This design comes from an exercise in tuning for small area on the open sky130 flow, not from production work. Function was checked by simulation only, so behaviour that the tests miss may differ from the original. Power is estimated from default activity; no workload was simulated.

## flow/design.v

```verilog
module debounce #(
    parameter integer W = 20                
)(
    input wire CLK,                         
    input wire RST,                         
    input wire [3:0] BTN,                   
    output reg [3:0] BTN_clean              
);
    reg [3:0] BTN_sync_0;                   
    reg [3:0] BTN_sync_1;                   
    reg [W-1:0] counter [3:0];  
    reg [3:0] counter_en;                   
    integer i;
    always @(posedge CLK) begin
        if (RST) begin
            BTN_sync_0 <= 4'b0;
            BTN_sync_1 <= 4'b0;
        end else begin
            BTN_sync_0 <= BTN;
            BTN_sync_1 <= BTN_sync_0;
        end
    end
    always @(posedge CLK) begin
        for (i = 0; i < 4; i = i + 1) begin
            if (RST) begin
                BTN_clean[i] <= 1'b0;
                counter_en[i] <= 1'b0;
                counter[i] <= {W{1'b0}};
            end else begin
                if (BTN_sync_1[i] != BTN_clean[i]) begin
                    counter_en[i] <= 1'b1;  
                end else begin
                    counter_en[i] <= 1'b0;  
                end
                if (counter_en[i]) begin
                    counter[i] <= counter[i] + 1'b1;
                    if (counter[i] == {W{1'b1}}) begin
                        BTN_clean[i] <= BTN_sync_1[i];  
                        counter_en[i] <= 1'b0;         
                        counter[i] <= {W{1'b0}};  
                    end
                end else begin
                    counter[i] <= {W{1'b0}};  
                end
            end
        end
    end
endmodule
module mode_selection(
    input [3:0] BTN_clean,
    input [1:0] SW,
    input [15:0] numbers_clock,
    input [15:0] numbers_stop_watch,
    output reg select_button_clock,
    output reg up_btn_clock,
    output reg dwn_btn_clock,
    output reg sel_clock,
    output reg stop_watch,
    output reg reset_watch,
    output reg [15:0] numbers
    );
    always @(*) begin
        case(SW[0])
            1'b0 : numbers <= numbers_clock;
            1'b1 : numbers <= numbers_stop_watch;
        endcase
    end
    always @(*) begin
        case(SW[0])
            1'b0 : begin
                select_button_clock <= SW[1];
                up_btn_clock <= BTN_clean[1];
                dwn_btn_clock <= BTN_clean[0];
                sel_clock <= BTN_clean[2];    
            end
            1'b1 : begin
                select_button_clock <= 1'b0;
                up_btn_clock <= 1'b0;
                dwn_btn_clock <= 1'b0;
                sel_clock <= 1'b0;    
            end
        endcase 
    end
    always @(*) begin
        case(SW[0])
            1'b0 : begin
                stop_watch <= 1'b0;
                reset_watch <= 1'b0;   
            end
            1'b1 : begin
                stop_watch <= BTN_clean[1];
                reset_watch <= BTN_clean[0];      
            end
        endcase 
    end
endmodule
module clock_divider #(
    parameter integer HALF = 50_000_000   
)(
    input wire CLK,  
    input wire RST,  
    output reg CLK_1Hz,  
    output wire TICK     
    );
    reg [$clog2(HALF)-1:0] counter;
    assign TICK = (counter == HALF - 1) && !CLK_1Hz;
    always @(posedge CLK) begin
        if (RST) begin
            counter <= 0;
            CLK_1Hz <= 1'b0;
        end else if(counter == HALF - 1) begin
            counter <= 0;
            CLK_1Hz <= ~CLK_1Hz;
        end else begin
            counter <= counter + 1;
        end
    end
endmodule
module stopwatch(
    input CLK,
    input RST,                    
    input TICK_1Hz,               
    input stop,
    input reset,
    output reg [15:0] numbers     
);
    reg [5:0] seconds;            
    reg [7:0] minutes;            
    reg stop_state;
    reg stop_d;                       
    always @(posedge CLK) begin
        if (RST) begin
            stop_state <= 1'b1;
            stop_d <= 1'b0;
        end else begin
            stop_d <= stop;        
            if (stop_d == 1'b0 && stop == 1'b1) begin
                stop_state <= ~stop_state;
            end
        end
    end
    always @(posedge CLK) begin
        if(RST || reset) begin
            seconds <= 0;
            minutes <= 0;
        end else if(TICK_1Hz && !stop_state) begin     
            if (seconds == 59) begin
                seconds <= 0;        
                if (minutes == 99) begin
                    minutes <= 0;    
                end else begin
                    minutes <= minutes + 1;  
                end
            end else begin
                seconds <= seconds + 1;  
            end
       end
    end
    always @(*) begin
        numbers[3:0]   = seconds % 10;    
        numbers[7:4]   = seconds / 10;    
        numbers[11:8]  = minutes % 10;    
        numbers[15:12] = minutes / 10;    
    end
endmodule
module clock(
    input CLK,
    input RST,               
    input TICK_1Hz,          
    input select_button,
    input up_btn,
    input dwn_btn,
    input sel,
    output reg [15:0] numbers
);
    reg [5:0] seconds;
    reg [5:0] minutes;
    reg [4:0] hours;
    reg up_btn_d, dwn_btn_d;
    reg [5:0] automatic_minutes;
    reg [4:0] automatic_hours;
    reg is_min;
    reg sel_d;                       
    always @(posedge CLK) begin
        if (RST) begin
            is_min <= 1'b1;
            sel_d <= 1'b0;
        end else if (select_button) begin
            sel_d <= sel;        
            if (sel_d == 1'b0 && sel == 1'b1) begin
                is_min <= ~is_min;
            end
        end
    end
    always @(posedge CLK) begin
        if (RST) begin
            up_btn_d <= 1'b0;
            dwn_btn_d <= 1'b0;
            minutes <= 35;
            hours <= 16;
        end else begin
        up_btn_d <= up_btn;
        dwn_btn_d <= dwn_btn;
        if (select_button) begin
            if (up_btn_d == 1'b0 && up_btn == 1'b1) begin
                case(is_min) 
                    1'b0 : begin 
                        if (hours == 23) 
                            hours <= 0;
                        else 
                            hours <= hours + 1;
                        end
                     1'b1 : begin 
                        if (minutes == 59) 
                            minutes <= 0;
                        else 
                            minutes <= minutes + 1;
                        end
               endcase
            end
            if (dwn_btn_d == 1'b0 && dwn_btn == 1'b1) begin
                case(is_min) 
                    1'b0 : begin 
                        if (hours == 0) 
                            hours <= 23;
                        else 
                            hours <= hours - 1;
                        end
                     1'b1 : begin 
                        if (minutes == 0) 
                            minutes <= 59;
                        else 
                            minutes <= minutes - 1;
                        end
               endcase
            end
        end else begin
            minutes<=automatic_minutes;
            hours<=automatic_hours;
        end
        end
    end
    always @(posedge CLK) begin
        if (RST) begin
            seconds <= 30;
            automatic_minutes <= 35;
            automatic_hours <= 16;
        end else if (TICK_1Hz) begin
        if (!select_button) begin
            if (seconds == 59) begin
                seconds <= 0;
                if (automatic_minutes == 59) begin
                    automatic_minutes <= 0;
                    automatic_hours <= (hours == 23) ? 0 : automatic_hours + 1;
                end else begin
                    automatic_minutes <= automatic_minutes + 1;
                end
            end else begin
                seconds <= seconds + 1;
            end
        end else begin
            automatic_minutes <= minutes;
            automatic_hours   <= hours;
        end
        end
    end
    always @(*) begin
        numbers[3:0]   = minutes % 10;
        numbers[7:4]   = minutes / 10;
        numbers[11:8]  = hours % 10;
        numbers[15:12] = hours / 10;
    end
endmodule
module seven_segment_display #(
    parameter integer HALF = 50_000   
)(
    input CLK,  
    input RST,  
    input [15:0] numbers,  
    output reg [7:0] segments,
    output reg [3:0]anodes
    );
    reg [1:0] current_digit;  
    reg slow_clk;
    reg [$clog2(HALF)-1:0] counter;
    wire slow_tick = (counter == HALF - 1) && !slow_clk;  
    always @(posedge CLK) begin
        if (RST) begin
            counter <= 0;
            slow_clk <= 1'b0;
        end else begin
            counter <= counter + 1;
            if (counter == HALF - 1) begin
                counter <= 0;
                slow_clk <= ~slow_clk;  
            end
        end
    end
    always @(*) begin
        case (numbers[4 * current_digit +: 4])  
            4'd0: segments = 8'b10000001;
            4'd1: segments = 8'b11001111;
            4'd2: segments = 8'b10010010;
            4'd3: segments = 8'b10000110;
            4'd4: segments = 8'b11001100;
            4'd5: segments = 8'b10100100;
            4'd6: segments = 8'b10100000;
            4'd7: segments = 8'b10001111;
            4'd8: segments = 8'b10000000;
            4'd9: segments = 8'b10000100;
            default: segments = 8'b11111111;  
        endcase
    end
    always @(posedge CLK) begin
        if (RST) begin
            current_digit <= 2'd0;
            anodes <= 4'b1110;
        end else if (slow_tick) begin
            current_digit <= current_digit + 1;    
            anodes <= ~(4'b0001 << (current_digit + 2'd1));  
        end
    end
endmodule
module top_level(
    input CLK,                
    input RST,                
    input [2:0] BTN,
    input [1:0] SW,
    output [7:0] SSEG_CA,
    output [3:0] SSEG_AN
);
    localparam integer DIV_HALF  = 250;  
    localparam integer DEB_W     = 7;    
    localparam integer DISP_HALF = 25;   
    wire CLK_1Hz;
    wire TICK_1Hz;
    wire [15:0] numbers_stop_watch;
    wire [15:0] numbers_clock;
    wire [15:0] numbers;
    wire [3:0] BTN_clean;
    wire select_button_clock;
    wire up_btn_clock;
    wire dwn_btn_clock;
    wire sel_clock;
    wire stop_watch;
    wire reset_watch;
    debounce #(.W(DEB_W)) u_debounce(
        .CLK(CLK),
        .RST(RST),
        .BTN({1'b0, BTN}),
        .BTN_clean(BTN_clean)   
    );
    mode_selection u_mode_selection(
        .BTN_clean(BTN_clean),
        .SW(SW),
        .numbers_clock(numbers_clock),
       . numbers_stop_watch(numbers_stop_watch),
       .select_button_clock(select_button_clock),
       .up_btn_clock(up_btn_clock),
       .dwn_btn_clock(dwn_btn_clock),
       .sel_clock(sel_clock),
       .stop_watch(stop_watch),
       .reset_watch(reset_watch),
       .numbers(numbers)
    );
    clock_divider #(.HALF(DIV_HALF)) u_clock_divider(
        .CLK(CLK),
        .RST(RST),
        .CLK_1Hz(CLK_1Hz),
        .TICK(TICK_1Hz)
    );
    stopwatch u_stopwatch(
        .CLK(CLK),
        .RST(RST),
        .TICK_1Hz(TICK_1Hz),
        .stop(stop_watch),
        .reset(reset_watch),
        .numbers(numbers_stop_watch)        
    );
    clock u_clock(
        .CLK(CLK),
        .RST(RST),
        .TICK_1Hz(TICK_1Hz),
        .select_button(select_button_clock),
        .up_btn(up_btn_clock),
        .dwn_btn(dwn_btn_clock),
        .sel(sel_clock),
        .numbers(numbers_clock)        
    );
    seven_segment_display #(.HALF(DISP_HALF)) u_seven_segment(
        .CLK(CLK),
        .RST(RST),
        .numbers(numbers),
        .segments(SSEG_CA),
        .anodes(SSEG_AN)
    );
endmodule
```

## flow/run.sh

```bash
#!/bin/bash
# synth_recipe.tcl (not shown) runs the flow's synth.tcl, then flattens the netlist and writes it again
# the make line also repeats each setting of config.mk as NAME=value (left out here)
make -C /OpenROAD-flow-scripts/flow DESIGN_CONFIG=/design/flow/config.mk WORK_HOME=/design/flow/orfs CLKGATE_MAP_FILE= SYNTH_SCRIPT=/design/flow/synth_recipe.tcl finish
```

## flow/config.mk

```make
export PLATFORM = sky130hd
export DESIGN_NAME = top_level
export DESIGN_NICKNAME = top_level
export VERILOG_FILES = /design/flow/design.v
export SDC_FILE = /design/flow/constraint.sdc
export NUM_CORES = 4
export LEC_CHECK = 0
export CAP_MARGIN = 20
export CORE_MARGIN = 2
export CORE_UTILIZATION = 40
export SLEW_MARGIN = 20
```

## flow/constraint.sdc

```tcl
create_clock -name core_clock -period 10.0 [get_ports {CLK}]
set_input_delay 2.0000 -clock core_clock [delete_from_list [all_inputs] [get_ports {CLK}]]
set_output_delay 2.0000 -clock core_clock [all_outputs]
set_load 0.01 [all_outputs]
```

==> flow_metrics.py <==
metrics = {
    "run_status": {
        "outcome": "finished clean",
    },
    "sta": {
        "setup_viol": 0,
        "timing.final.crit_share_pct": 84.2,
        "max_freq_ghz": 0.119,
        "worst_pin_slew_ns": 0.955,
        "grt_setup_unrepaired": "no",
        "tns_ns": 0,
        "fin_worst_skew_ns": 0.00982,
        "hold_viol": 0,
        "max_slew_margin_pct": 34.5,
        "drv_slew": 0,
        "fin_crit_ns": 8.42,
    },
    "synthesis": {
        "synth_edf_count": 0,
        "synthArstFlopShare_pct": 0,
        "avgSynthCellArea_um2": 8.08,
        "ys.flop_type": "dfxtp_1",
        "yosysWarnings": 7,
        "synth_fp_nets": 807,
        "synth.yosys.seq_area_share_pct": 32.8,
        "ys_types": 81,
        "ys_seq_elements": 102,
        "synth_area_um2": 6220,
        "synth_cells": 770,
    },
    "cells_and_area": {
        "final_cell_mix": "121 x nor2_1, 102 x dfxtp_1, 55 x nand2_1",
        "layout_commonest_cell": "nor2_1",
        "fin_nets": 798,
        "layout.cells.non_filler": 953,
        "antennaDiodeCount": 0,
        "drive_above_1_share_pct": 5.88,
        "area_growth_pct": 8.47,
    },
    "setup_path": {
        "end_kind": "primary output",
        "cp.arrival_ns": 6.42,
        "critPathLaunch": "SW[0]",
        "reg2reg_to": "u_stopwatch.minutes[6]$_SDFFE_PP0P_",
        "critical_path_class": "in2out",
        "reg2regPathDepth": 9,
        "r2r_start": "u_clock_divider.counter[3]$_SDFF_PP0_",
        "crit_fanout": 7,
        "cp.required_ns": 8.00,
        "r2r_slack_ns": 6.94,
        "cp-start-kind": "input port",
        "cp-endpoint": "SSEG_CA[5]",
    },
    "floorplan": {
        "dieArea_um2": 16600,
        "start_util_pct": 40.9,
        "die_w_um": 129,
        "top_level_ports": 19,
        "core-area_um2": 15200,
        "rows": 45,
        "die_h_um": 129,
    },
    "routing": {
        "drtIter0Drc": 459,
        "wl_per_cell_um": 14.2,
        "drc": 0,
        "viasPerCell": 5.73,
        "routed_wirelength_um": 13600,
        "num_vias": 5464,
        "first_pass_iters": 6,
        "postRouteAntennaNets": 0,
    },
    "clock_network": {
        "root_buffer": "clkbuf_16",
        "cts_tree": "done",
        "cts_sinks": 102,
        "cts_buffers": 9,
        "clk_pin_slew_ns": 0.06,
        "htreeDepth": 3,
        "hold_buffers": 0,
        "cts_setup_buffers": 0,
        "clockBufferDepth": 2,
        "cts-resized-gates": 0,
        "insertion_delay_ns": 0.35,
    },
    "worst_hold_path": {
        "hp-class": "reg2reg",
    },
    "placement": {
        "dp_cells": 938,
        "post-dp-hpwl_um": 9860,
        "gp_congestion": 0.901,
        "io_buffers": 17,
    },
    "grt": {
        "antenna_found_initial": 0,
        "grt_overflow_total": 0,
        "grt_pass1_vias": 5071,
        "grt_max_degree": 62,
        "grt_first_pass_wirelength_um": 23400,
        "grt_usage_pct": 17.1,
    },
    "run": {
        "cap_violations": 0,
    },
    "power_and_ir_drop": {
        "peakVddDrop_mv": 0.0874,
        "power_density_nw_per_um2": 125,
        "leakage_nw": 2.41,
    },
}
==> power by group <==
part / leakage, nW / switching (mW) / internal, mW
combinational: 1.45 / 0.0441 / 0.0359
sequential: 0.826 / 0.00532 / 0.411
clock: 0.137 / 0.152 / 0.195
total: 2.41 / 0.201 / 0.641
==> cell families after synthesis <==
| kind of cell | share of synthesized area [%] |
|---|---|
| XOR/XNOR | 6.06 |
| flip-flops | 32.8 |
| AND/OR/NAND/NOR | 25.4 |
| other | 0.0603 |
| adder cells (fa/ha/maj) | 6.04 |
| buffers and inverters | 4.45 |
| AO/OA/AOI/OAI | 21.7 |
| multiplexers | 3.46 |
==> layer usage <==
| metal | routed length, um | track usage [%] | vias up |
|---|---|---|---|
| met5 | 0 | 0 | - |
| met4 | 259 | 6.91 | 0 |
| met3 | 507 | 2.62 | 24 |
| met2 | 6340 | 28.1 | 139 |
| met1 | 6460 | 22.5 | 2547 |
| li1 | - | - | 2754 |
==> layout make-up <==
class,instances,area [um2]
Timing Repair Buffer,20,183
Fill cell,1505,8460
Tap cell,188,235
Sequential cell,102,2040
Multi-Input combinational cell,602,3900
Inverter,26,97.6
Clock inverter,4,55.1
Clock buffer,11,233
==> Yosys cell counts, types with 19 or more instances <==
| master | count | area [um2] |
|---|---|---|
| a21oi_1 | 39 | 195 |
| clkbuf_1 | 29 | 109 |
| dfxtp_1 | 102 | 2040 |
| ha_1 | 30 | 375 |
| inv_1 | 24 | 90.1 |
| nand2_1 | 55 | 206 |
| nand3_1 | 32 | 160 |
| nor2_1 | 121 | 454 |
| nor3_1 | 19 | 95.1 |
| o21ai_0 | 31 | 155 |
| xnor2_1 | 24 | 210 |
| xor2_1 | 19 | 166 |
==> per-stage QoR <==
step / worst slack, ns / hold slack [ns] / area (um2) / power, mW / util, %
5_1_grt: 1.26 / 0.464 / 6750 / 0.879 / 44.4
3_5_place_dp: 1.62 / 0.429 / 6460 / 0.506 / 42.5
4_1_cts: 1.61 / 0.445 / 6750 / 0.853 / 44.4
6_report: 1.58 / 0.439 / 6750 / 0.842 / 44.4
2_1_floorplan: 2.60 / 0.414 / 6220 / 0.483 / -
3_3_place_gp: 1.79 / 0.421 / 6460 / 0.503 / 42.5
==> sequential cells by signal, indices dropped and copies added (netlist names), 5 cells and up <==
register	flops
u_clock.automatic_hours	5
u_clock.automatic_minutes	6
u_clock.hours	5
u_clock.minutes	6
u_clock.seconds	6
u_clock_divider.counter	8
u_debounce.counter	21
u_seven_segment.counter	5
u_stopwatch.minutes	8
u_stopwatch.seconds	6
==> worst min path at each step <==
stage | from | endpoint | slack [ns] | cells after the start
floorplan | u_debounce.BTN_sync_0[0]$_SDFF_PP0_ | u_debounce.BTN_sync_1[0]$_SDFF_PP0_ | 0.41 | 1
global placement | u_debounce.BTN_sync_0[1]$_SDFF_PP0_ | u_debounce.BTN_sync_1[1]$_SDFF_PP0_ | 0.42 | 1
detailed placement | u_debounce.BTN_sync_0[1]$_SDFF_PP0_ | u_debounce.BTN_sync_1[1]$_SDFF_PP0_ | 0.43 | 1
CTS | u_debounce.BTN_sync_0[1]$_SDFF_PP0_ | u_debounce.BTN_sync_1[1]$_SDFF_PP0_ | 0.44 | 1
global route | u_debounce.BTN_sync_0[1]$_SDFF_PP0_ | u_debounce.BTN_sync_1[1]$_SDFF_PP0_ | 0.46 | 1
finish | u_debounce.BTN_sync_0[1]$_SDFF_PP0_ | u_debounce.BTN_sync_1[1]$_SDFF_PP0_ | 0.44 | 1
==> worst max-delay path, cell delays in order <==
cell and delay [ns]:
buf_2 0.16, mux2_2 0.39, inv_1 0.13, nor2_1 0.08, a21oi_1 0.25, ha_1 0.21, nor4b_1 0.39, nor2_1 0.12
a21o_1 0.22, a31o_2 0.26, or2_1 0.24, a311o_1 0.35, o2bb2ai_1 0.29, nor2_1 0.12, ha_1 0.30, nor2b_1 0.21
o21a_1 0.14, clkdlybuf4s50_1 0.53

[port drivers added, routing unchanged]
The results above use ideal ports. As a check the final layout listed here was re-extracted and re-timed, cells and wires unchanged. Step 1 (the two cells are an assumption about what drives the block):
set clk [get_ports {CLK}]
set_driving_cell -lib_cell sky130_fd_sc_hd__clkbuf_16 $clk
set_driving_cell -lib_cell sky130_fd_sc_hd__buf_2 [delete_from_list [all_inputs] $clk]
Step 2 moves the port delays by t, midway between the first and last clock arrival at a register: inputs arrive t later, outputs are due t later. That takes back most of the time a late clock gives input paths. Three values: ideal, step 1, step 2; two values: the first two.
t (ns): 0.387
setup slack, ns: 1.581 / 1.561 / 1.561
cell pins on the clock port's net: 1
After both steps this run still meets setup and hold. For this run, drivers alone change the setup slack by -0.020 ns; drivers and shift together by -0.020 ns.
